This design comes from an exercise in tuning for small area on the open sky130 flow, not from production work. Function was checked by simulation only, so behaviour that the tests miss may differ from the original. Power is estimated from default activity; no workload was simulated.

==> inputs of branch pepper <==
==> flow/design.v <==
module lfsr (
    input             clock,
    input             reset,
    output reg [15:0] lfsr_reg
);
    wire feedback = lfsr_reg[15] ^ lfsr_reg[13] ^ lfsr_reg[12] ^ lfsr_reg[10];
    always @(posedge clock or posedge reset) begin
        if (reset)
            lfsr_reg <= 16'hACE1;
        else
            lfsr_reg <= {lfsr_reg[14:0], feedback};
    end
endmodule
module debouncer #(
    parameter limit_timer = 5
)(
    input      clock,
    input      reset,
    input      botao_in,
    output reg out,
    output     pre
);
    function integer bits(input integer n);    
        begin bits = 1; while ((1 << bits) < n) bits = bits + 1; end
    endfunction
    localparam W = bits(limit_timer + 2);
    localparam [W-1:0] JC = limit_timer + 1;
    reg         sync_0, sync_1;
    reg         estado_estavel;
    reg [W-1:0] contador;
    wire         just = (contador == JC);
    wire [W-1:0] c    = just ? {W{1'b0}} : contador;
    assign pre = estado_estavel & just;
    always @(posedge clock) begin
        sync_0 <= botao_in;
        sync_1 <= sync_0;
        if (reset) begin
            contador       <= 0;
            estado_estavel <= 0;
            out            <= 0;
        end else begin
            out <= pre;
            if (sync_1 != estado_estavel) begin
                if (c >= limit_timer) begin
                    estado_estavel <= sync_1;
                    contador       <= JC;
                end else
                    contador <= c + 1'b1;
            end else
                contador <= 0;
        end
    end
endmodule
module driver7seg(b, d);
    input      [3:0] b;
    output reg [6:0] d;
    always @* begin
        case (b)
            4'd0: d = 7'b1000000;
            4'd1: d = 7'b1111001;
            4'd2: d = 7'b0100100;
            4'd3: d = 7'b0110000;
            4'd4: d = 7'b0011001;
            4'd5: d = 7'b0010010;
            4'd6: d = 7'b0110010;
            4'd7: d = 7'b1111000;
            4'd8: d = 7'b0000000;
            4'd9: d = 7'b0010000;
            default: d = 7'b1111111;
        endcase
    end
endmodule
module baralho (
    input            clock,
    input            reset,
    input            we,
    input      [5:0] wa,
    input      [3:0] wd,
    input      [5:0] ra,
    output reg [3:0] q
);
    reg [3:0] ram [0:51];
    function [3:0] init_val(input integer i);
        init_val = (i % 13) == 0 ? 4'd1 : (i % 13) < 10 ? (i % 13) + 1 : 4'd10;
    endfunction
    genvar g;
    generate
        for (g = 0; g < 52; g = g + 1) begin : ent
            always @(posedge clock)
                if (reset)
                    ram[g] <= init_val(g);
                else if (we && wa == g)
                    ram[g] <= wd;
        end
    endgenerate
    integer i;
    always @(*) begin
        q = 4'd0;
        for (i = 0; i < 52; i = i + 1)
            if (ra == i) q = ram[i];
    end
endmodule
module pontuacao (
    input            clock,
    input            reset,
    input            add,
    input            bonus,
    input      [3:0] v,
    output reg [1:0] tens,
    output reg [3:0] units
);
    wire [4:0] s     = units + v;
    wire       carry = (s >= 10);
    always @(posedge clock) begin
        if (reset) begin
            tens  <= 0;
            units <= 0;
        end else if (add) begin
            units <= carry ? s - 5'd10 : s;
            tens  <= tens + carry;
        end else if (bonus)
            tens  <= tens + 1'b1;
    end
endmodule
module main #(
    parameter SIM_DEBOUNCE_TIMER = 20'd5,
    parameter SIM_GAME_TIMER     = 27'd100,
    parameter SIM_SHUFFLE_LIMIT  = 128
)(
    input        CLOCK_50,
    input  [3:0] KEY,
    output [17:0] LEDR,
    output [6:0] HEX0, HEX1,
    output [6:0] HEX4, HEX5
);
    wire reset_clean, reset_pre, hit, stay;
    wire rst = reset_pre | reset_clean;
    debouncer #(.limit_timer(SIM_DEBOUNCE_TIMER)) db_rst
        (.clock(CLOCK_50), .reset(1'b0), .botao_in(~KEY[0]), .out(reset_clean), .pre(reset_pre));
    debouncer #(.limit_timer(SIM_DEBOUNCE_TIMER)) db_hit
        (.clock(CLOCK_50), .reset(rst), .botao_in(~KEY[1]), .out(hit), .pre());
    debouncer #(.limit_timer(SIM_DEBOUNCE_TIMER)) db_stay
        (.clock(CLOCK_50), .reset(rst), .botao_in(~KEY[2]), .out(stay), .pre());
    wire [15:0] lf;
    lfsr RNG (.clock(CLOCK_50), .reset(reset_clean), .lfsr_reg(lf));
    localparam [4:0] S_IDLE = 0,  S_PRE = 1,  S_G  = 2,  S_GW = 3,  S_S  = 4,
                     S_F1   = 5,  S_F2  = 6,  S_CP = 7,  S_CD = 8,  S_VJ = 9,
                     S_HJ   = 10, S_SJ  = 11, S_VD = 12, S_HD = 13, S_SD = 14,
                     S_CHK  = 15, S_FIM = 16;
    reg [4:0] st, nst;
    localparam MAXV = (SIM_SHUFFLE_LIMIT > SIM_GAME_TIMER) ? SIM_SHUFFLE_LIMIT : SIM_GAME_TIMER;
    function integer bits(input integer n);    
        begin bits = 1; while ((1 << bits) < n) bits = bits + 1; end
    endfunction
    localparam QW   = bits(MAXV / 52 + 1);
    localparam [QW+5:0] L_SHUF = (SIM_SHUFFLE_LIMIT / 52) * 64 + SIM_SHUFFLE_LIMIT % 52;
    localparam [QW+5:0] L_TIM  = (SIM_GAME_TIMER / 52) * 64 + SIM_GAME_TIMER % 52;
    localparam [QW+5:0] L_CARD = 10;
    reg  [QW+5:0] cnt;
    wire [5:0]    r    = cnt[5:0];
    wire [QW-1:0] qq   = cnt[QW+5:6];
    wire          zero = (cnt == 0);
    wire [QW+5:0] dec  = (r == 0) ? {qq - 1'b1, 6'd51} : {qq, r - 1'b1};
    wire          step_add   = (cnt == 6);
    wire          step_bonus = (cnt == 5);
    wire [1:0] pjt, pdt;
    wire [3:0] pju, pdu;
    wire [5:0] pj = {pjt, pju};
    wire [5:0] pd = {pdt, pdu};
    wire pj_over = (pjt == 3) || (pjt == 2 && pju >= 2);
    wire pj_21   = (pjt == 2) && (pju == 1);
    wire pd_over = (pdt == 3) || (pdt == 2 && pdu >= 2);
    wire pd_17   = (pdt >= 2) || (pdt == 1 && pdu >= 7);
    wire pj_le11 = (pjt == 0) || (pjt == 1 && pju <= 1);
    wire pd_le11 = (pdt == 0) || (pdt == 1 && pdu <= 1);
    reg [4:0] endereco;
    always @(*) begin
        nst = st;
        case (st)
            S_IDLE: if (hit) nst = S_PRE;
            S_PRE:  nst = S_G;
            S_G, S_GW: if (lf[10:5] < 52) nst = S_S;
                       else nst = S_G;
            S_S:    nst = zero ? S_F1 : S_GW;
            S_F1:   nst = S_F2;
            S_F2:   nst = S_CP;
            S_CP:   if (zero) nst = (endereco < 4) ? S_CD : S_VJ;
            S_CD:   if (zero) nst = (endereco < 3) ? S_CP : (endereco < 5) ? S_VJ : S_VD;
            S_VJ: begin
                if (pj_over)    nst = S_FIM;
                else if (pj_21) nst = S_VD;
                else if (hit)   nst = S_HJ;
                else if (stay)  nst = S_SJ;
            end
            S_HJ:   if (zero) nst = S_CP;
            S_SJ:   if (zero) nst = S_VD;
            S_VD:   nst = pd_over ? S_FIM : pd_17 ? S_SD : S_HD;
            S_HD:   if (zero) nst = S_CD;
            S_SD:   if (zero) nst = S_CHK;
            S_CHK:  nst = S_FIM;
            S_FIM:  nst = S_FIM;
            default: nst = S_IDLE;
        endcase
    end
    always @(posedge CLOCK_50) begin
        if (rst) st <= S_IDLE;
        else     st <= nst;
    end
    always @(posedge CLOCK_50) begin
        case (st)
            S_PRE:                    cnt <= L_SHUF;
            S_F2, S_VJ, S_VD:         cnt <= (st == S_F2) ? L_CARD : L_TIM;
            S_CP, S_CD, S_HJ, S_HD:   cnt <= zero ? L_CARD : dec;
            S_G, S_GW, S_F1:          cnt <= cnt;
            default:                  cnt <= dec;
        endcase
    end
    wire [5:0] a_s   = lf[11:6];             
    wire [5:0] a_w   = lf[12:7];             
    wire [6:0] sumab = a_s + r;
    wire [5:0] b_s   = (sumab >= 52) ? sumab - 7'd52 : sumab[5:0];
    wire       in_s  = (st == S_S);
    wire       in_w  = (st == S_GW) || (st == S_F1);
    wire       card  = (st == S_CP) || (st == S_CD);
    reg  [3:0] T;
    wire [3:0] q;
    wire [5:0] ra = in_s ? b_s : card ? {1'b0, endereco} : lf[10:5];
    baralho MEMORIA (
        .clock(CLOCK_50), .reset(rst),
        .we(in_s | in_w), .wa(in_s ? b_s : a_w), .wd(T),
        .ra(ra), .q(q)
    );
    always @(posedge CLOCK_50)
        if (!(st == S_GW && lf[10:5] == a_w))
            T <= q;
    wire is_p  = (st == S_CP);
    wire is_d  = (st == S_CD);
    wire ace   = (q == 4'd1);
    always @(posedge CLOCK_50) begin
        if (rst) endereco <= 0;
        else if (card && step_bonus) endereco <= endereco + 1'b1;
    end
    pontuacao SCORE_J (.clock(CLOCK_50), .reset(rst),
        .add(is_p && step_add), .bonus(is_p && step_bonus && ace && pj_le11),
        .v(q), .tens(pjt), .units(pju));
    pontuacao SCORE_D (.clock(CLOCK_50), .reset(rst),
        .add(is_d && step_add), .bonus(is_d && step_bonus && ace && pd_le11),
        .v(q), .tens(pdt), .units(pdu));
    wire fim = (st == S_FIM);
    assign LEDR[0]    = (st == S_HJ);
    assign LEDR[1]    = (st == S_SJ);
    assign LEDR[2]    = (st == S_HD);
    assign LEDR[3]    = (st == S_SD);
    assign LEDR[14:4] = 11'b0;
    assign LEDR[17]   = fim && !pj_over && (pd_over || pj > pd);
    assign LEDR[16]   = fim && (pj_over || (!pd_over && pd > pj));
    assign LEDR[15]   = fim && !pj_over && !pd_over && pj == pd;
    driver7seg seg_jog_u  (.b(pju),          .d(HEX0));
    driver7seg seg_jog_d  (.b({2'b0, pjt}),  .d(HEX1));
    driver7seg seg_deal_u (.b(pdu),          .d(HEX4));
    driver7seg seg_deal_d (.b({2'b0, pdt}),  .d(HEX5));
endmodule
==> flow/run.sh <==
#!/bin/bash
# synth_recipe.tcl (not shown) runs the flow's synth.tcl, then flattens the netlist and writes it again
# the make line also repeats each setting of config.mk as NAME=value (left out here)
make -C /OpenROAD-flow-scripts/flow DESIGN_CONFIG=/design/flow/config.mk WORK_HOME=/design/flow/orfs CLKGATE_MAP_FILE= SYNTH_SCRIPT=/design/flow/synth_recipe.tcl finish
==> flow/config.mk <==
export PLATFORM = sky130hd
export DESIGN_NAME = main
export DESIGN_NICKNAME = main
export VERILOG_FILES = /design/flow/design.v
export SDC_FILE = /design/flow/constraint.sdc
export NUM_CORES = 4
export LEC_CHECK = 0
export ABC_AREA = 1
export CAP_MARGIN = 20
export CORE_MARGIN = 2
export CORE_UTILIZATION = 45
export PLACE_DENSITY = 0.6
export SLEW_MARGIN = 20
==> flow/constraint.sdc <==
create_clock -name core_clock -period 10.0 [get_ports {CLOCK_50}]
set_input_delay 2.0000 -clock core_clock [delete_from_list [all_inputs] [get_ports {CLOCK_50}]]
set_output_delay 2.0000 -clock core_clock [all_outputs]
set_load 0.01 [all_outputs]
==> inputs of branch yarrow, as changes to branch pepper <==
--- a/flow/design.v
+++ b/flow/design.v
@@ -26,3 +26,3 @@
     localparam W = bits(limit_timer + 2);
-    localparam [W-1:0] JC = limit_timer + 1;
+    localparam [W-1:0] JC = {W{1'b1}};           
     reg         sync_0, sync_1;
@@ -54,19 +54,10 @@
 module driver7seg(b, d);
-    input      [3:0] b;
-    output reg [6:0] d;
-    always @* begin
-        case (b)
-            4'd0: d = 7'b1000000;
-            4'd1: d = 7'b1111001;
-            4'd2: d = 7'b0100100;
-            4'd3: d = 7'b0110000;
-            4'd4: d = 7'b0011001;
-            4'd5: d = 7'b0010010;
-            4'd6: d = 7'b0110010;
-            4'd7: d = 7'b1111000;
-            4'd8: d = 7'b0000000;
-            4'd9: d = 7'b0010000;
-            default: d = 7'b1111111;
-        endcase
-    end
+    input  [3:0] b;
+    output [6:0] d;
+    localparam [111:0] TAB = {
+        7'b0010000, 7'b0000000, 7'b0010000, 7'b0000000,    
+        7'b0010000, 7'b0000000, 7'b0010000, 7'b0000000,    
+        7'b1111000, 7'b0110010, 7'b0010010, 7'b0011001,    
+        7'b0110000, 7'b0100100, 7'b1111001, 7'b1000000};   
+    assign d = TAB[b * 7 +: 7];
 endmodule
@@ -79,5 +70,4 @@
     input      [5:0] ra,
-    output reg [3:0] q
-);
-    reg [3:0] ram [0:51];
+    output     [3:0] q
+);
     function [3:0] init_val(input integer i);
@@ -85,18 +75,48 @@
     endfunction
-    genvar g;
+    wire [6:0] wrow; wire [7:0] wcol;
+    wire [6:0] rrow; wire [7:0] rcol;
+    genvar g, b;
+    generate
+        for (g = 0; g < 7; g = g + 1) begin : wrows
+            assign wrow[g] = reset | (we && wa[5:3] == g);
+        end
+        for (g = 0; g < 8; g = g + 1) begin : wcols
+            assign wcol[g] = reset | (wa[2:0] == g);
+        end
+        for (g = 0; g < 7; g = g + 1) begin : rrows
+            assign rrow[g] = (ra[5:3] == g);
+        end
+        for (g = 0; g < 8; g = g + 1) begin : rcols
+            assign rcol[g] = (ra[2:0] == g);
+        end
+    endgenerate
+    wire [3:0] wd0 = wd & {4{~reset}};
+    wire [3:0] wd1 = wd | {4{reset}};
+    wire [3:0] rv [0:51];
     generate
         for (g = 0; g < 52; g = g + 1) begin : ent
-            always @(posedge clock)
-                if (reset)
-                    ram[g] <= init_val(g);
-                else if (we && wa == g)
-                    ram[g] <= wd;
+            reg  [3:0] val;
+            wire       en  = wrow[g / 8] & wcol[g % 8];
+            wire [3:0] iv  = init_val(g);
+            for (b = 0; b < 4; b = b + 1) begin : bits
+                always @(posedge clock)
+                    if (en) val[b] <= iv[b] ? wd1[b] : wd0[b];
+            end
+            assign rv[g] = val;
         end
     endgenerate
-    integer i;
+    reg [3:0] grp [0:7];
+    reg [3:0] acc;
+    integer i, k;
     always @(*) begin
-        q = 4'd0;
-        for (i = 0; i < 52; i = i + 1)
-            if (ra == i) q = ram[i];
-    end
+        for (k = 0; k < 8; k = k + 1) begin
+            grp[k] = 4'd0;
+            for (i = k; i < 52; i = i + 8)
+                grp[k] = grp[k] | (rv[i] & {4{rrow[i/8]}});
+        end
+        acc = 4'd0;
+        for (k = 0; k < 8; k = k + 1)
+            acc = acc | (grp[k] & {4{rcol[k]}});
+    end
+    assign q = acc;
 endmodule
@@ -105,19 +125,22 @@
     input            reset,
-    input            add,
-    input            bonus,
+    input            sel_d,           
+    input            add_j, bonus_j,
+    input            add_d, bonus_d,
     input      [3:0] v,
-    output reg [1:0] tens,
-    output reg [3:0] units
-);
-    wire [4:0] s     = units + v;
+    output reg [1:0] tens_j, tens_d,
+    output reg [3:0] units_j, units_d
+);
+    wire [4:0] s     = (sel_d ? units_d : units_j) + v;
     wire       carry = (s >= 10);
+    wire [3:0] u     = carry ? s - 5'd10 : s;
     always @(posedge clock) begin
         if (reset) begin
-            tens  <= 0;
-            units <= 0;
-        end else if (add) begin
-            units <= carry ? s - 5'd10 : s;
-            tens  <= tens + carry;
-        end else if (bonus)
-            tens  <= tens + 1'b1;
+            tens_j <= 0; units_j <= 0;
+            tens_d <= 0; units_d <= 0;
+        end else begin
+            if (add_j) units_j <= u;
+            if (add_d) units_d <= u;
+            if ((add_j & carry) | bonus_j) tens_j <= tens_j + 1'b1;
+            if ((add_d & carry) | bonus_d) tens_d <= tens_d + 1'b1;
+        end
     end
@@ -145,7 +168,7 @@
     lfsr RNG (.clock(CLOCK_50), .reset(reset_clean), .lfsr_reg(lf));
-    localparam [4:0] S_IDLE = 0,  S_PRE = 1,  S_G  = 2,  S_GW = 3,  S_S  = 4,
-                     S_F1   = 5,  S_F2  = 6,  S_CP = 7,  S_CD = 8,  S_VJ = 9,
-                     S_HJ   = 10, S_SJ  = 11, S_VD = 12, S_HD = 13, S_SD = 14,
-                     S_CHK  = 15, S_FIM = 16;
-    reg [4:0] st, nst;
+    localparam [3:0] S_IDLE = 4'd0,  S_PRE = 4'd1,  S_G   = 4'd2,  S_GW  = 4'd3,
+                     S_S    = 4'd6,  S_CP  = 4'd8,  S_CD  = 4'd9,  S_VJ  = 4'd10,
+                     S_VD   = 4'd11, S_HJ  = 4'd12, S_HD  = 4'd13, S_SJ  = 4'd14,
+                     S_SD   = 4'd15, S_CHK = 4'd4,  S_FIM = 4'd5;
+    reg [3:0] st, nst;
     localparam MAXV = (SIM_SHUFFLE_LIMIT > SIM_GAME_TIMER) ? SIM_SHUFFLE_LIMIT : SIM_GAME_TIMER;
@@ -154,3 +177,3 @@
     endfunction
-    localparam QW   = bits(MAXV / 52 + 1);
+    localparam QW   = bits(MAXV / 52 + 2);     
     localparam [QW+5:0] L_SHUF = (SIM_SHUFFLE_LIMIT / 52) * 64 + SIM_SHUFFLE_LIMIT % 52;
@@ -162,2 +185,3 @@
     wire          zero = (cnt == 0);
+    wire          wrap = &qq;
     wire [QW+5:0] dec  = (r == 0) ? {qq - 1'b1, 6'd51} : {qq, r - 1'b1};
@@ -176,2 +200,3 @@
     reg [4:0] endereco;
+    wire acc = (lf[10:5] < 52);
     always @(*) begin
@@ -181,7 +206,5 @@
             S_PRE:  nst = S_G;
-            S_G, S_GW: if (lf[10:5] < 52) nst = S_S;
-                       else nst = S_G;
-            S_S:    nst = zero ? S_F1 : S_GW;
-            S_F1:   nst = S_F2;
-            S_F2:   nst = S_CP;
+            S_G:    nst = wrap ? S_CP : acc ? S_S : S_G;
+            S_GW:   nst = (acc && !wrap) ? S_S : S_G;
+            S_S:    nst = S_GW;
             S_CP:   if (zero) nst = (endereco < 4) ? S_CD : S_VJ;
@@ -211,5 +234,6 @@
             S_PRE:                    cnt <= L_SHUF;
-            S_F2, S_VJ, S_VD:         cnt <= (st == S_F2) ? L_CARD : L_TIM;
+            S_G:                      cnt <= wrap ? L_CARD : cnt;
+            S_GW:                     cnt <= cnt;
+            S_VJ, S_VD:               cnt <= L_TIM;
             S_CP, S_CD, S_HJ, S_HD:   cnt <= zero ? L_CARD : dec;
-            S_G, S_GW, S_F1:          cnt <= cnt;
             default:                  cnt <= dec;
@@ -222,3 +246,3 @@
     wire       in_s  = (st == S_S);
-    wire       in_w  = (st == S_GW) || (st == S_F1);
+    wire       in_w  = (st == S_GW);
     wire       card  = (st == S_CP) || (st == S_CD);
@@ -242,8 +266,6 @@
     end
-    pontuacao SCORE_J (.clock(CLOCK_50), .reset(rst),
-        .add(is_p && step_add), .bonus(is_p && step_bonus && ace && pj_le11),
-        .v(q), .tens(pjt), .units(pju));
-    pontuacao SCORE_D (.clock(CLOCK_50), .reset(rst),
-        .add(is_d && step_add), .bonus(is_d && step_bonus && ace && pd_le11),
-        .v(q), .tens(pdt), .units(pdu));
+    pontuacao SCORE (.clock(CLOCK_50), .reset(rst), .sel_d(is_d),
+        .add_j(is_p && step_add), .bonus_j(is_p && step_bonus && ace && pj_le11),
+        .add_d(is_d && step_add), .bonus_d(is_d && step_bonus && ace && pd_le11),
+        .v(q), .tens_j(pjt), .units_j(pju), .tens_d(pdt), .units_d(pdu));
     wire fim = (st == S_FIM);
Settings changed: ABC_CLOCK_PERIOD_IN_PS set to 10000, CAP_MARGIN 20 to 0, CORE_UTILIZATION 45 to 65, CTS_BUF_LIST set to sky130_fd_sc_hd__clkbuf_16, CTS_CLUSTER_DIAMETER set to 100, CTS_CLUSTER_SIZE set to 25, PLACE_DENSITY 0.6 to 0.75, SLEW_MARGIN 20 to 0.
==> comparison table <==
|  | branch pepper | branch yarrow |
|---|---|---|
| Met3 wire length | 2267 um | 2966 um |
| Clock distribution power | 1.37 mW | 0.638 mW |
| Status | no timing/DRC/antenna violations | no timing/DRC/antenna violations |
| Power share of the combinational group | 45.3% | 42.3% |
| Met1 capacity usage during global routing | 31.72% | 38.14% |
| Seq/Total Area, Yosys | 42.72% | 56.89% |
| Gate Count Post-Synth | 2,032 | 1,502 |
| Proportion of cell area spent on the clock network | 7.535% | 2.834% |
| Number of cells on the worst reg-to-reg path | 68 | 34 |
| Library cell occupying the most area in the post-synthesis netlist | sky130_fd_sc_hd__dfxtp_1 | sky130_fd_sc_hd__edfxtp_1 |
| Relative contribution of the clock network to total power | 23.9% | 16.8% |
| Crit path time final | 8.819 ns | 7.064 ns |
| Row cnt | 66 | 53 |
| Slew margin rel. | 29.45% | 16.30% |
| Area delta synth->final | 13.30% | 6.613% |
| Adder-cell area share of the yosys netlist | 3.895% | 4.723% |
| DR vias | 13,130 | 10,328 |
| Footprint of the multi-input gates | 0.007122 mm^2 | 0.004979 mm^2 |
| Multi-input gate count | 1,398 | 997 |
| Sequential cell area in the final layout | 0.006286 mm^2 | 0.007868 mm^2 |
| Worst slack on hold paths | 0.2876 ns | 0.2590 ns |
| Number of standard cells in the layout, taps in and fillers out | 2,527 | 1,804 |
| Routed wirelength normalized by instance count | 15.93 um | 17.93 um |
| Count of state elements after synthesis | 303 | 278 |
| Comb pwr | 2.59 mW | 1.61 mW |
| Total length of routed wires | 40,240 um | 32,350 um |

re-timing with driven ports:
The results above use ideal ports. As a check the final layouts listed here were re-extracted and re-timed, cells and wires unchanged.
Step 1 assumes that a clkbuf_16 drives the clock port and a buf_2 every other input.
Step 2 moves the port delays by t, midway between the first and last clock arrival at a register: inputs arrive t later, outputs are due t later. That takes back most of the time a late clock gives input paths.
Three values: ideal, step 1, step 2; two values: the first two.
| run | t (ns) | setup WS [ns] | worst hold slack (ns) | worst setup path after step 2 | worst register clock-pin slew, ns |
|---|---|---|---|---|---|
| branch pepper | 0.583 | 1.181 / 1.181 / 1.181 | 0.288 / 0.288 / 0.288 | register to register | 0.06 / 0.06 |
| branch yarrow | 0.536 | 2.936 / 2.936 / 2.936 | 0.259 / 0.259 / 0.259 | register to register | 0.10 / 0.10 |
After both steps setup and hold are still met in every run listed.
